Background: an optimization exercise with open tools, aiming at small area. Do not read the settings as production practice. Power figures rest on the tool's default switching activity, not on a simulated workload.

Setup of 02-16:
==> flow/design.v <==
module FIFO #(parameter WIDTH=16,DEPTH=32)(
            input clk,rst,
            input [WIDTH-1:0]data_in,
            input wr,rd,
            output reg[WIDTH-1:0]data_out,
            output empty,
            output reg full
            );
localparam AW=$clog2(DEPTH);
reg [AW-1:0] nidx;
wire [AW-1:0] idx = ~nidx;
reg nempty;
assign empty = !nempty;
reg [WIDTH-1:0] mem[DEPTH-1:0];
wire do_wr = wr & !full & !(rd & empty);
wire do_rd = rd & nempty & !(wr & full);
reg [WIDTH-1:0] rdata;
integer k;
always @* begin
  rdata = data_out & {WIDTH{!do_rd}};
  for (k = 0; k < DEPTH; k = k + 1)
    rdata = rdata | (mem[k] & {WIDTH{do_rd && idx == k}});
end
always @(posedge clk)
  if (do_wr) begin
    mem[0] <= data_in;
    for (k = 1; k < DEPTH; k = k + 1)
      mem[k] <= mem[k-1];
  end
always @(posedge clk or negedge rst)
begin
  if (!rst) begin
    data_out <= 0;
    nidx <= {AW{1'b0}};
    nempty <= 1'b0;
    full <= 1'b0;
  end else begin
    data_out <= rdata;
    if (do_wr & !do_rd) begin
      nidx <= nidx - 1'b1;
      nempty <= 1'b1;
      full <= (idx == DEPTH-2);
    end else if (do_rd & !do_wr) begin
      nidx <= nidx + 1'b1;
      full <= 1'b0;
      nempty <= (idx != 0);
    end
  end
end
endmodule
export LEC_CHECK = 0
export CAP_MARGIN = 20
export CORE_MARGIN = 2
export CORE_UTILIZATION = 40
export SLEW_MARGIN = 20
create_clock -name core_clock -period 5.0 [get_ports {clk}]
standard.sh (not shown) runs the stock make flow with config.mk's settings and CLKGATE_MAP_FILE= SYNTH_SCRIPT=/design/flow/synth_recipe.tcl, a recipe that flattens the netlist after the stock synthesis.
==> flow/flow/run.sh <==
#!/bin/bash
# Standard ORFS flow (the standard.sh) with:
#  - an area-oriented ABC script in synthesis (flow/synth.tcl, flow/area.abc)
#  - CTS with larger sink clusters of clkbuf_8 and no dummy loads
#  - port buffers made with buf_1
D=$(pwd)
export MY_ABC_SCRIPT=$D/flow/area.abc
export CTS_ARGS="-sink_clustering_enable -repair_clock_nets -dont_use_dummy_load -buf_list {sky130_fd_sc_hd__clkbuf_8} -sink_clustering_size 16 -sink_clustering_max_diameter 60"
export BUFFER_PORTS_ARGS="-buffer_cell sky130_fd_sc_hd__buf_1"
bash standard.sh SYNTH_SCRIPT=$D/flow/synth.tcl finish > $D/flow.log 2>&1
==> flow/flow/area.abc <==
strash
&get -n
&fraig -x
&put
scorr
dc2
strash
&get -n
&dch -f
&nf -R 1000
&put
==> flow/flow/synth.tcl <==
# The standard flow's synthesis (synth_recipe.tcl) with the ABC script swapped for an
# area-oriented one; everything else, including dfflibmap, is unchanged.
proc synth {args} { yosys synth -nofsm -noshare {*}$args }
proc my_abc_args {a} {
  set i [lsearch -exact $a -script]
  return [lreplace $a [expr {$i+1}] [expr {$i+1}] $::env(MY_ABC_SCRIPT)]
}
set f [open $::env(SCRIPTS_DIR)/synth.tcl r]; set s [read $f]; close $f
set s [string map [list {log_cmd abc {*}$abc_args} {log_cmd abc {*}[my_abc_args $abc_args]}] $s]
set f [open $::env(OBJECTS_DIR)/synth_patched.tcl w]; puts $f $s; close $f
source $::env(OBJECTS_DIR)/synth_patched.tcl
# left out here: clear keep_hierarchy, flatten, clean up, hide names made inside functions, write 1_2_yosys.v
[inputs] 05-26 vs 02-16
-- flow/design.v --
<<< 02-16, line 18
integer k;
always @* begin
  rdata = data_out & {WIDTH{!do_rd}};
  for (k = 0; k < DEPTH; k = k + 1)
    rdata = rdata | (mem[k] & {WIDTH{do_rd && idx == k}});
end
always @(posedge clk)
>>> 05-26, line 18
integer k;
always @* begin
  rdata = {WIDTH{1'b0}};
  for (k = 0; k < DEPTH; k = k + 1)
    rdata = rdata | (mem[k] & {WIDTH{idx == k}});
end
always @(posedge clk)
<<< 02-16, line 36
    full <= 1'b0;
  end else begin
    data_out <= rdata;
    if (do_wr & !do_rd) begin
      nidx <= nidx - 1'b1;
>>> 05-26, line 36
    full <= 1'b0;
  end else begin
    if (do_rd)
      data_out <= rdata;
    if (do_wr & !do_rd) begin
      nidx <= nidx - 1'b1;
## What came out
Both conditions hold for 05-26: the flow ran to the end and the final layout passed the timing, DRC and antenna checks. [compare] base=02-16 new=05-26: total vias in the final route level, total wire length moved up, simple-gate share of the synthesized area moved up, first-pass GRT wire length moved up. On utilization after layout: between 05-26 and 02-16, it ends up higher for 02-16. Changes observed in 05-26 relative to 02-16: area used by multi-input combinational logic fell by about 0.9%; final max-slew violation count stayed essentially flat; part of the power in combinational logic rose by 5.1 points; maximum number of pins on one net before global-route repair shrank by 19%; reported combinational group power increased about 60%. Comparing 05-26 and 02-16, the higher power density relative to cell area is on 05-26. In 05-26 relative to 02-16, power after layout had gone up by more than 10%. For the synthesis-to-finish area growth, 05-26 came in 0.51 points lower than 02-16 did.
Function was not checked in any run of this note: the RTL went through the layout flow alone.

## re-timing with driven ports
Ports are ideal in the flow. The routed layouts listed here were re-timed in OpenROAD. Step 1 sets driving cells, clkbuf_16 on the clock port and buf_2 on the other inputs (assumed; they add their load-dependent delay and slew). Step 2 adds t to the input delays and takes it off the output delays; t is the mean of the earliest and latest rising clock arrival at the registers after step 1. Input paths then give back, and output paths get back, about the clock's delay inside the block. a / b / c = ideal / step 1 / step 2; a / b = the first two.
run	t (ns)	slack for setup (ns)	clock arrival spread, ns	slew at the worst register clock pin (ns)	worst data-port slew with drivers (ns)
02-16	0.649	1.733 / 1.762 / 1.113	0.068 / 0.068	0.11 / 0.11	0.04
05-26	0.635	1.950 / 1.950 / 1.387	0.052 / 0.051	0.11 / 0.11	0.05
After both steps every run listed still meets setup and hold. The setup slack of 02-16, which loses most, moves by +0.029 ns with the drivers and by -0.620 ns with both steps.
